Background: an optimization exercise with open tools, aiming at small area. Do not read the settings as production practice. At most, simulation tests tie the RTL to the original design; equivalence was not proved. The flow treats the clock pin as an ideal source, which a real chip does not have. Power and IR drop assume default switching activity.

Setup of run 1:
Design Tx8b10b, start of the top module:
module Tx8b10b (
    input clk,
    input rst,
    input en,
    input [7:0] dataIn,
    input writeStrobe,
    output dataPresent,
    output halfFull,
    output full,
    output tx
);
==> module Tx8b10b, before the edit <==
module Tx8b10b (
    input clk,
    input rst,
    input en,
    input [7:0] dataIn,
    input writeStrobe,
    output dataPresent,
    output halfFull,
    output full,
    output tx
);
wire [7:0] d;
reg readStrobe;
Fifo txFifo (
    .clk(clk), .rst(rst), .write(writeStrobe), .read(readStrobe), .dataIn(dataIn),
    .dataOut(d), .dataPresent(dataPresent), .halfFull(halfFull), .full(full)
);
reg line;
reg [8:0] t;
reg ph;              
reg idle;            
reg rd6;             
reg rd4;             
wire c9 = ph;
wire c0 = idle | (~ph & ~|t[7:0]);
reg [5:0] base6;    
always @* begin
    case (d[4:0])
        5'd0 : base6 = 6'b100111;  5'd1 : base6 = 6'b011101;
        5'd2 : base6 = 6'b101101;  5'd3 : base6 = 6'b110001;
        5'd4 : base6 = 6'b110101;  5'd5 : base6 = 6'b101001;
        5'd6 : base6 = 6'b011001;  5'd7 : base6 = 6'b111000;
        5'd8 : base6 = 6'b111001;  5'd9 : base6 = 6'b100101;
        5'd10: base6 = 6'b010101;  5'd11: base6 = 6'b110100;
        5'd12: base6 = 6'b001101;  5'd13: base6 = 6'b101100;
        5'd14: base6 = 6'b011100;  5'd15: base6 = 6'b010111;
        5'd16: base6 = 6'b011011;  5'd17: base6 = 6'b100011;
        5'd18: base6 = 6'b010011;  5'd19: base6 = 6'b110010;
        5'd20: base6 = 6'b001011;  5'd21: base6 = 6'b101010;
        5'd22: base6 = 6'b011010;  5'd23: base6 = 6'b111010;
        5'd24: base6 = 6'b110011;  5'd25: base6 = 6'b100110;
        5'd26: base6 = 6'b010110;  5'd27: base6 = 6'b110110;
        5'd28: base6 = 6'b001110;  5'd29: base6 = 6'b101110;
        5'd30: base6 = 6'b011110;  default: base6 = 6'b101011;
    endcase
end
wire [31:0] NN6 = 32'he9818117;    
wire [31:0] CP6 = 32'he9818197;    
wire nn6 = NN6[d[4:0]];
wire flip6 = rd6 & CP6[d[4:0]];
wire [5:0] code6 = base6 ^ {6{flip6}};
wire [5:0] fill6 = rd4 ? 6'b110000 : 6'b001111;
wire dpLatch = ~((t[7] == t[6]) & (t[6] == t[5]) & (t[5] == t[4]));
wire useAlt = (t[5] == t[4]) & (t[4] != rd4);
wire [2:0] x4 = dpLatch ? d[7:5] : {~rd4, rd4, ~rd4};
reg [3:0] base4;    
always @* begin
    case (x4)
        3'd0: base4 = 4'b1011;  3'd1: base4 = 4'b1001;
        3'd2: base4 = 4'b0101;  3'd3: base4 = 4'b1100;
        3'd4: base4 = 4'b1101;  3'd5: base4 = 4'b1010;
        3'd6: base4 = 4'b0110;  default: base4 = useAlt ? 4'b0111 : 4'b1110;
    endcase
end
wire nn4 = (x4 == 3'd0) | (x4 == 3'd4) | (x4 == 3'd7);
wire flip4 = rd4 & (nn4 | (x4 == 3'd3));
wire [3:0] code4 = base4 ^ {4{flip4}};
wire [3:0] fill4 = rd4 ? 4'b0101 : 4'b1010;
assign tx = line;
wire [5:0] L6 = (dataPresent ? base6 : 6'b001111) ^ {6{dataPresent ? flip6 : rd4}};    
wire [3:0] L4 = code4;        
always @(posedge clk) begin
    if (rst) begin
        rd6 <= 1'b0;
        rd4 <= 1'b0;
        ph <= 1'b0;
        idle <= 1'b1;
        line <= 1'b0;
    end
    else if (en) begin
        idle <= 1'b0;
        ph <= c0;
        line <= c0 ? L6[5] : t[8];
        if (c0) begin
            if (dataPresent) rd4 <= rd6 ^ nn6;
            else rd6 <= rd4;
        end
        else if (c9) begin
            rd6 <= rd4 ^ nn4;
            if (~dpLatch) rd4 <= ~rd4;
        end
    end
end
always @(posedge clk) begin
    readStrobe <= en & c9 & dpLatch;
    if (en) begin
        t[8:5] <= c0 ? L6[4:1] : t[7:4];
        t[4]   <= c0 ? L6[0] : c9 ? L4[3] : t[3];
        t[3:1] <= c9 ? L4[2:0] : t[2:0];
        t[0]   <= c9;
    end
end
endmodule
Settings: LEC_CHECK=0, CAP_MARGIN=20, CORE_MARGIN=2, CORE_UTILIZATION=75, SLEW_MARGIN=20; clock period 5.0 ns.
standard.sh (not shown) runs the stock make flow with config.mk's settings and CLKGATE_MAP_FILE= SYNTH_SCRIPT=/design/flow/synth_recipe.tcl, a recipe that flattens the netlist after the stock synthesis.
==> flow/flow/run.sh <==
#!/bin/bash
# Own flow: the standard ORFS flow, with synthesis using an area-oriented ABC script
# (flow/abc.script) and no half-adder extraction, and a leaner clock tree.
set -euo pipefail
W=$PWD
export OWN_ABC_SCRIPT=$W/flow/abc.script
bash standard.sh synth SYNTH_SCRIPT=$W/flow/my_synth.tcl > $W/own_synth.log 2>&1
export CTS_ARGS="-sink_clustering_enable -repair_clock_nets -dont_use_dummy_load -buf_list sky130_fd_sc_hd__clkbuf_4 -root_buf sky130_fd_sc_hd__clkbuf_8"
export POST_CTS_TCL=$W/flow/post_cts.tcl
export OWN_CLK_SLEW=0.112
export POST_GLOBAL_PLACE_TCL=$W/flow/post_gp.tcl
export BUFFER_PORTS_ARGS="-buffer_cell sky130_fd_sc_hd__buf_1"
bash standard.sh > $W/own_flow.log 2>&1
Other scripts of this flow, unchanged in this note and not shown: flow/flow/abc.script, flow/flow/my_synth.tcl, flow/flow/post_cts.tcl, flow/flow/post_gp.tcl
Run 1 went all the way through synthesis, placement and routing and the layout is clean on timing, DRC and antenna.
Here is what was changed in the inputs of run 2 compared with run 1.
==> flow/design.v, changed modules only <==
module Tx8b10b (
    input clk,
    input rst,
    input en,
    input [7:0] dataIn,
    input writeStrobe,
    output dataPresent,
    output halfFull,
    output full,
    output tx
);
wire [7:0] d;
reg readStrobe;
Fifo txFifo (
    .clk(clk), .rst(rst), .write(writeStrobe), .read(readStrobe), .dataIn(dataIn),
    .dataOut(d), .dataPresent(dataPresent), .halfFull(halfFull), .full(full)
);
reg line;
reg [8:0] t;
reg ph;              
reg idle;            
reg rd6;             
reg rd4;             
wire c9 = ph;
wire c0 = idle | (~ph & ~|t[7:0]);
reg [5:0] base6;    
always @* begin
    case (d[4:0])
        5'd0 : base6 = 6'b100111;  5'd1 : base6 = 6'b011101;
        5'd2 : base6 = 6'b101101;  5'd3 : base6 = 6'b110001;
        5'd4 : base6 = 6'b110101;  5'd5 : base6 = 6'b101001;
        5'd6 : base6 = 6'b011001;  5'd7 : base6 = 6'b111000;
        5'd8 : base6 = 6'b111001;  5'd9 : base6 = 6'b100101;
        5'd10: base6 = 6'b010101;  5'd11: base6 = 6'b110100;
        5'd12: base6 = 6'b001101;  5'd13: base6 = 6'b101100;
        5'd14: base6 = 6'b011100;  5'd15: base6 = 6'b010111;
        5'd16: base6 = 6'b011011;  5'd17: base6 = 6'b100011;
        5'd18: base6 = 6'b010011;  5'd19: base6 = 6'b110010;
        5'd20: base6 = 6'b001011;  5'd21: base6 = 6'b101010;
        5'd22: base6 = 6'b011010;  5'd23: base6 = 6'b111010;
        5'd24: base6 = 6'b110011;  5'd25: base6 = 6'b100110;
        5'd26: base6 = 6'b010110;  5'd27: base6 = 6'b110110;
        5'd28: base6 = 6'b001110;  5'd29: base6 = 6'b101110;
        5'd30: base6 = 6'b011110;  default: base6 = 6'b101011;
    endcase
end
wire [31:0] NN6 = 32'he9818117;    
wire [31:0] CP6 = 32'he9818197;    
wire nn6 = NN6[d[4:0]];
wire flip6 = rd6 & CP6[d[4:0]];
wire [5:0] code6 = base6 ^ {6{flip6}};
wire [5:0] fill6 = rd4 ? 6'b110000 : 6'b001111;
wire dpLatch = ~((t[7] == t[6]) & (t[6] == t[5]) & (t[5] == t[4]));
wire useAlt = (t[5] == t[4]) & (t[4] != rd4);
reg [3:0] base4;    
always @* begin
    case (d[7:5])
        3'd0: base4 = 4'b1011;  3'd1: base4 = 4'b1001;
        3'd2: base4 = 4'b0101;  3'd3: base4 = 4'b1100;
        3'd4: base4 = 4'b1101;  3'd5: base4 = 4'b1010;
        3'd6: base4 = 4'b0110;  default: base4 = useAlt ? 4'b0111 : 4'b1110;
    endcase
end
wire nn4 = (d[7:5] == 3'd0) | (d[7:5] == 3'd4) | (d[7:5] == 3'd7);
wire flip4 = rd4 & (nn4 | (d[7:5] == 3'd3));
wire [3:0] code4 = base4 ^ {4{flip4}};
wire [3:0] fill4 = rd4 ? 4'b0101 : 4'b1010;
assign tx = line;
wire [5:0] L6 = dataPresent ? code6 : fill6;    
wire [3:0] L4 = dpLatch ? code4 : fill4;        
always @(posedge clk) begin
    if (rst) begin
        rd6 <= 1'b0;
        rd4 <= 1'b0;
        ph <= 1'b0;
        idle <= 1'b1;
        line <= 1'b0;
    end
    else if (en) begin
        idle <= 1'b0;
        ph <= c0;
        line <= c0 ? L6[5] : t[8];
        if (c0) begin
            if (dataPresent) rd4 <= rd6 ^ nn6;
            else rd6 <= rd4;
        end
        else if (c9) begin
            if (dpLatch) rd6 <= rd4 ^ nn4;
            else rd4 <= ~rd4;
        end
    end
end
always @(posedge clk) begin
    readStrobe <= en & c9 & dpLatch;
    if (en) begin
        t[8:5] <= c0 ? L6[4:1] : t[7:4];
        t[4]   <= c0 ? L6[0] : c9 ? L4[3] : t[3];
        t[3:1] <= c9 ? L4[2:0] : t[2:0];
        t[0]   <= c9;
    end
end
endmodule
In summary, run 2 completed successfully, with a layout that passed the timing, DRC and antenna checks.
Higher sum of routed wire segments on met1 among run 2 and run 1: run 1
The ratio of cells with drive above 1 in the final layout was comparable across run 2 and run 1.
Run 2 against run 1: synthesized cell area has increased; final period demand of the worst path went down 110 ps.
Run 2 vs. run 1: fraction of met3 tracks used by global routing went down by 0.90 points.
Compared with run 1, run 2 has extra setup slack.
Diff run 2..run 1 | number of antenna violations at the first check in global routing | negligible
Worst hold slack: run 2 vs run 1, no meaningful difference
Total wirelength of the detailed-routed design (lower): run 2
On total power, run 1 tracks run 2 almost exactly.
Run 1 has higher power share of the clock group than run 2.
The final core utilization of run 2 and that of run 1 are within noise of each other.
From run 1 to run 2 the numbers moved as follows: power per cell area shrank by about 0.33%; overall routing resource usage lost 0.82 points.
Function not checked in run 1: the RTL went through the layout flow alone.


== north ==
Tx8b10b with an RTL version that a note above also has.
Size in the first run: ~410 cells after synthesis, ~150 flip-flops, ~16 I/O pins, ~5900 um2 of cells after synthesis.
==> flow/design.v (excerpt) <==
module Tx8b10b (
    input clk,
    input rst,
    input en,
    input [7:0] dataIn,
    input writeStrobe,
    output dataPresent,
    output halfFull,
    output full,
    output tx
);
wire [7:0] d;
reg readStrobe;
Fifo txFifo (
    .clk(clk), .rst(rst), .write(writeStrobe), .read(readStrobe), .dataIn(dataIn),
    .dataOut(d), .dataPresent(dataPresent), .halfFull(halfFull), .full(full)
);
reg line;
reg [8:0] t;
reg ph;              
reg idle;            
reg rd6;             
reg rd4;             
wire c9 = ph;
wire c0 = idle | (~ph & ~|t[7:0]);
reg [5:0] base6;    
always @* begin
    case (d[4:0])
        5'd0 : base6 = 6'b100111;  5'd1 : base6 = 6'b011101;
        5'd2 : base6 = 6'b101101;  5'd3 : base6 = 6'b110001;
        5'd4 : base6 = 6'b110101;  5'd5 : base6 = 6'b101001;
        5'd6 : base6 = 6'b011001;  5'd7 : base6 = 6'b111000;
        5'd8 : base6 = 6'b111001;  5'd9 : base6 = 6'b100101;
        5'd10: base6 = 6'b010101;  5'd11: base6 = 6'b110100;
        5'd12: base6 = 6'b001101;  5'd13: base6 = 6'b101100;
        5'd14: base6 = 6'b011100;  5'd15: base6 = 6'b010111;
        5'd16: base6 = 6'b011011;  5'd17: base6 = 6'b100011;
        5'd18: base6 = 6'b010011;  5'd19: base6 = 6'b110010;
        5'd20: base6 = 6'b001011;  5'd21: base6 = 6'b101010;
        5'd22: base6 = 6'b011010;  5'd23: base6 = 6'b111010;
        5'd24: base6 = 6'b110011;  5'd25: base6 = 6'b100110;
        5'd26: base6 = 6'b010110;  5'd27: base6 = 6'b110110;
  ...
==> module Tx8b10b, before the edit <==
module Tx8b10b (
    input clk,
    input rst,
    input en,
    input [7:0] dataIn,
    input writeStrobe,
    output dataPresent,
    output halfFull,
    output full,
    output tx
);
wire [7:0] d;
reg readStrobe;
Fifo txFifo (
    .clk(clk), .rst(rst), .write(writeStrobe), .read(readStrobe), .dataIn(dataIn),
    .dataOut(d), .dataPresent(dataPresent), .halfFull(halfFull), .full(full)
);
reg line;
reg [8:0] t;
reg ph;              
reg idle;            
reg rd6;             
reg rd4;             
wire c9 = ph;
wire c0 = idle | (~ph & ~|t[7:0]);
reg [5:0] base6;    
always @* begin
    case (d[4:0])
        5'd0 : base6 = 6'b100111;  5'd1 : base6 = 6'b011101;
        5'd2 : base6 = 6'b101101;  5'd3 : base6 = 6'b110001;
        5'd4 : base6 = 6'b110101;  5'd5 : base6 = 6'b101001;
        5'd6 : base6 = 6'b011001;  5'd7 : base6 = 6'b111000;
        5'd8 : base6 = 6'b111001;  5'd9 : base6 = 6'b100101;
        5'd10: base6 = 6'b010101;  5'd11: base6 = 6'b110100;
        5'd12: base6 = 6'b001101;  5'd13: base6 = 6'b101100;
        5'd14: base6 = 6'b011100;  5'd15: base6 = 6'b010111;
        5'd16: base6 = 6'b011011;  5'd17: base6 = 6'b100011;
        5'd18: base6 = 6'b010011;  5'd19: base6 = 6'b110010;
        5'd20: base6 = 6'b001011;  5'd21: base6 = 6'b101010;
        5'd22: base6 = 6'b011010;  5'd23: base6 = 6'b111010;
        5'd24: base6 = 6'b110011;  5'd25: base6 = 6'b100110;
        5'd26: base6 = 6'b010110;  5'd27: base6 = 6'b110110;
        5'd28: base6 = 6'b001110;  5'd29: base6 = 6'b101110;
        5'd30: base6 = 6'b011110;  default: base6 = 6'b101011;
    endcase
end
wire [31:0] NN6 = 32'he9818117;    
wire [31:0] CP6 = 32'he9818197;    
wire nn6 = NN6[d[4:0]];
wire flip6 = rd6 & CP6[d[4:0]];
wire [5:0] code6 = base6 ^ {6{flip6}};
wire [5:0] fill6 = rd4 ? 6'b110000 : 6'b001111;
wire dpLatch = ~((t[7] == t[6]) & (t[6] == t[5]) & (t[5] == t[4]));
wire useAlt = (t[5] == t[4]) & (t[4] != rd4);
reg [3:0] base4;    
always @* begin
    case (d[7:5])
        3'd0: base4 = 4'b1011;  3'd1: base4 = 4'b1001;
        3'd2: base4 = 4'b0101;  3'd3: base4 = 4'b1100;
        3'd4: base4 = 4'b1101;  3'd5: base4 = 4'b1010;
        3'd6: base4 = 4'b0110;  default: base4 = useAlt ? 4'b0111 : 4'b1110;
    endcase
end
wire nn4 = (d[7:5] == 3'd0) | (d[7:5] == 3'd4) | (d[7:5] == 3'd7);
wire flip4 = rd4 & (nn4 | (d[7:5] == 3'd3));
wire [3:0] code4 = base4 ^ {4{flip4}};
wire [3:0] fill4 = rd4 ? 4'b0101 : 4'b1010;
assign tx = line;
wire [5:0] L6 = dataPresent ? code6 : fill6;    
wire [3:0] L4 = dpLatch ? code4 : fill4;        
always @(posedge clk) begin
    if (rst) begin
        rd6 <= 1'b0;
        rd4 <= 1'b0;
        ph <= 1'b0;
        idle <= 1'b1;
        line <= 1'b0;
    end
    else if (en) begin
        idle <= 1'b0;
        ph <= c0;
        line <= c0 ? L6[5] : t[8];
        if (c0) begin
            if (dataPresent) rd4 <= rd6 ^ nn6;
            else rd6 <= rd4;
        end
        else if (c9) begin
            if (dpLatch) rd6 <= rd4 ^ nn4;
            else rd4 <= ~rd4;
        end
    end
end
always @(posedge clk) begin
    readStrobe <= en & c9 & dpLatch;
    if (en) begin
        t[8:5] <= c0 ? L6[4:1] : t[7:4];
        t[4]   <= c0 ? L6[0] : c9 ? L4[3] : t[3];
        t[3:1] <= c9 ? L4[2:0] : t[2:0];
        t[0]   <= c9;
    end
end
endmodule
export LEC_CHECK = 0
export CAP_MARGIN = 20
export CORE_MARGIN = 2
export CORE_UTILIZATION = 60
export SLEW_MARGIN = 20
create_clock -name core_clock -period 5.0 [get_ports {clk}]
==> flow/flow/run.sh <==
#!/bin/bash
# Own flow: the standard ORFS flow, with synthesis using an area-oriented ABC script
# (flow/abc.script) and no half-adder extraction, and a leaner clock tree.
set -euo pipefail
W=$PWD
export OWN_ABC_SCRIPT=$W/flow/abc.script
bash standard.sh synth SYNTH_SCRIPT=$W/flow/my_synth.tcl > $W/own_synth.log 2>&1
export CTS_ARGS="-sink_clustering_enable -repair_clock_nets -dont_use_dummy_load -buf_list sky130_fd_sc_hd__clkbuf_4 -root_buf sky130_fd_sc_hd__clkbuf_8"
export BUFFER_PORTS_ARGS="-buffer_cell sky130_fd_sc_hd__buf_1"
bash standard.sh > $W/own_flow.log 2>&1
==> flow/flow/abc.script <==
&get -n
&st
&dch -f
&nf -R 1000
&put
==> flow/flow/my_synth.tcl <==
proc synth {args} { yosys synth -nofsm -noshare {*}$args }
proc abc {args} {
  set i [lsearch -exact $args -script]
  if { $i >= 0 } { lset args [expr {$i + 1}] $::env(OWN_ABC_SCRIPT) }
  puts "own abc: [lindex $args [expr {$i + 1}]]"
  yosys abc {*}$args
}
proc extract_fa {args} { puts "extract_fa skipped" }
source $::env(SCRIPTS_DIR)/synth.tcl
# left out here: clear keep_hierarchy, flatten, clean up, hide names made inside functions, write 1_2_yosys.v
Setup changes, north to south
diff --git a/flow/design.v b/flow/design.v
--- a/flow/design.v
+++ b/flow/design.v
@@ -39,12 +39,10 @@
     .dataOut(d), .dataPresent(dataPresent), .halfFull(halfFull), .full(full)
 );
-reg line;
-reg [8:0] t;
-reg ph;              
-reg idle;            
+reg [3:0] cnt;       
+reg [1:9] s;         
 reg rd6;             
 reg rd4;             
-wire c9 = ph;
-wire c0 = idle | (~ph & ~|t[7:0]);
+wire c0 = (cnt == 4'd0);
+wire c9 = (cnt == 4'd9);
 reg [5:0] base6;    
 always @* begin
@@ -74,6 +72,6 @@
 wire [5:0] code6 = base6 ^ {6{flip6}};
 wire [5:0] fill6 = rd4 ? 6'b110000 : 6'b001111;
-wire dpLatch = ~((t[7] == t[6]) & (t[6] == t[5]) & (t[5] == t[4]));
-wire useAlt = (t[5] == t[4]) & (t[4] != rd4);
+wire dpLatch = ~((s[3] == s[4]) & (s[4] == s[5]) & (s[5] == s[6]));
+wire useAlt = (s[5] == s[6]) & (s[6] != rd4);
 reg [3:0] base4;    
 always @* begin
@@ -89,26 +87,36 @@
 wire [3:0] code4 = base4 ^ {4{flip4}};
 wire [3:0] fill4 = rd4 ? 4'b0101 : 4'b1010;
-assign tx = line;
-wire [5:0] L6 = dataPresent ? code6 : fill6;    
-wire [3:0] L4 = dpLatch ? code4 : fill4;        
+reg [3:0] cntDec;
+always @* begin
+    case (cnt)
+        4'd8: cntDec = 4'd7;  4'd7: cntDec = 4'd6;  4'd6: cntDec = 4'd5;
+        4'd5: cntDec = 4'd4;  4'd4: cntDec = 4'd3;  4'd3: cntDec = 4'd2;
+        4'd2: cntDec = 4'd1;  default: cntDec = 4'd0;
+    endcase
+end
+assign tx = s[1];
+wire [1:6] L6 = dataPresent ? code6 : fill6;
+wire [6:9] L4 = dpLatch ? code4 : fill4;
 always @(posedge clk) begin
     if (rst) begin
         rd6 <= 1'b0;
         rd4 <= 1'b0;
-        ph <= 1'b0;
-        idle <= 1'b1;
-        line <= 1'b0;
+        cnt <= 4'd0;
+        s[1] <= 1'b0;
     end
     else if (en) begin
-        idle <= 1'b0;
-        ph <= c0;
-        line <= c0 ? L6[5] : t[8];
+        s[1] <= c0 ? L6[1] : s[2];
         if (c0) begin
+            cnt <= 4'd9;
             if (dataPresent) rd4 <= rd6 ^ nn6;
             else rd6 <= rd4;
         end
         else if (c9) begin
+            cnt <= 4'd8;
             if (dpLatch) rd6 <= rd4 ^ nn4;
             else rd4 <= ~rd4;
+        end
+        else begin
+            cnt <= cntDec;
         end
     end
@@ -117,8 +125,8 @@
     readStrobe <= en & c9 & dpLatch;
     if (en) begin
-        t[8:5] <= c0 ? L6[4:1] : t[7:4];
-        t[4]   <= c0 ? L6[0] : c9 ? L4[3] : t[3];
-        t[3:1] <= c9 ? L4[2:0] : t[2:0];
-        t[0]   <= c9;
+        s[2:5] <= c0 ? L6[2:5] : s[3:6];
+        s[6]   <= c0 ? L6[6] : c9 ? L4[6] : s[7];
+        s[7:8] <= c9 ? L4[7:8] : s[8:9];
+        s[9]   <= L4[9];
     end
 end
==> notes.md <==
Summary of south over north: highest cell delay on the worst timing path fell by 0.06 ns; routed wire length rose by 190 um; post-CTS clock slew at the launch and capture registers of the worst setup and hold paths stayed essentially flat; number of iterations in the first detailed-routing pass fell by 1; floorplan die width rose by about 0.6%.
Measured against each other, south and north differ in number of global-route vias before repair, the higher figure coming from south.
north did not stop at any stage, and its layout met the timing, DRC and antenna checks.
south: PASS, flow complete, no timing, DRC or antenna violations
Summary of south over north: cell count grew by 22, area after synthesis grew by about 1.2%, inverter count held steady.
Only the layout flow was run in south; the RTL was not checked for function there.

==> re-timing with driven ports <==
No port has a modelled driver above. Below, the same layouts with a new extraction and two added sets of constraints.
Step 1, drivers: a clkbuf_16 drives clk and a buf_2 each remaining input, both assumed.
Step 2 moves the port delays by t, midway between the first and last clock arrival at a register: inputs arrive t later, outputs are due t later. That takes back most of the time a late clock gives input paths.
Three values: ideal ports, drivers, drivers and shift; two values: the first two.
| run | t, ns | slack for setup (ns) | worst slew at a driven data input, ns | cell pins on the clock port's net |
|---|---|---|---|---|
| run 1 | 0.442 | 0.536 / 0.536 / 0.536 | 0.04 | 1 |
| run 2 | 0.441 | 0.644 / 0.644 / 0.644 | 0.03 | 1 |
| north | 0.431 | 0.465 / 0.465 / 0.465 | 0.04 | 1 |
| south | 0.427 | 0.526 / 0.526 / 0.526 | 0.03 | 1 |
After both steps every run listed still meets setup and hold.
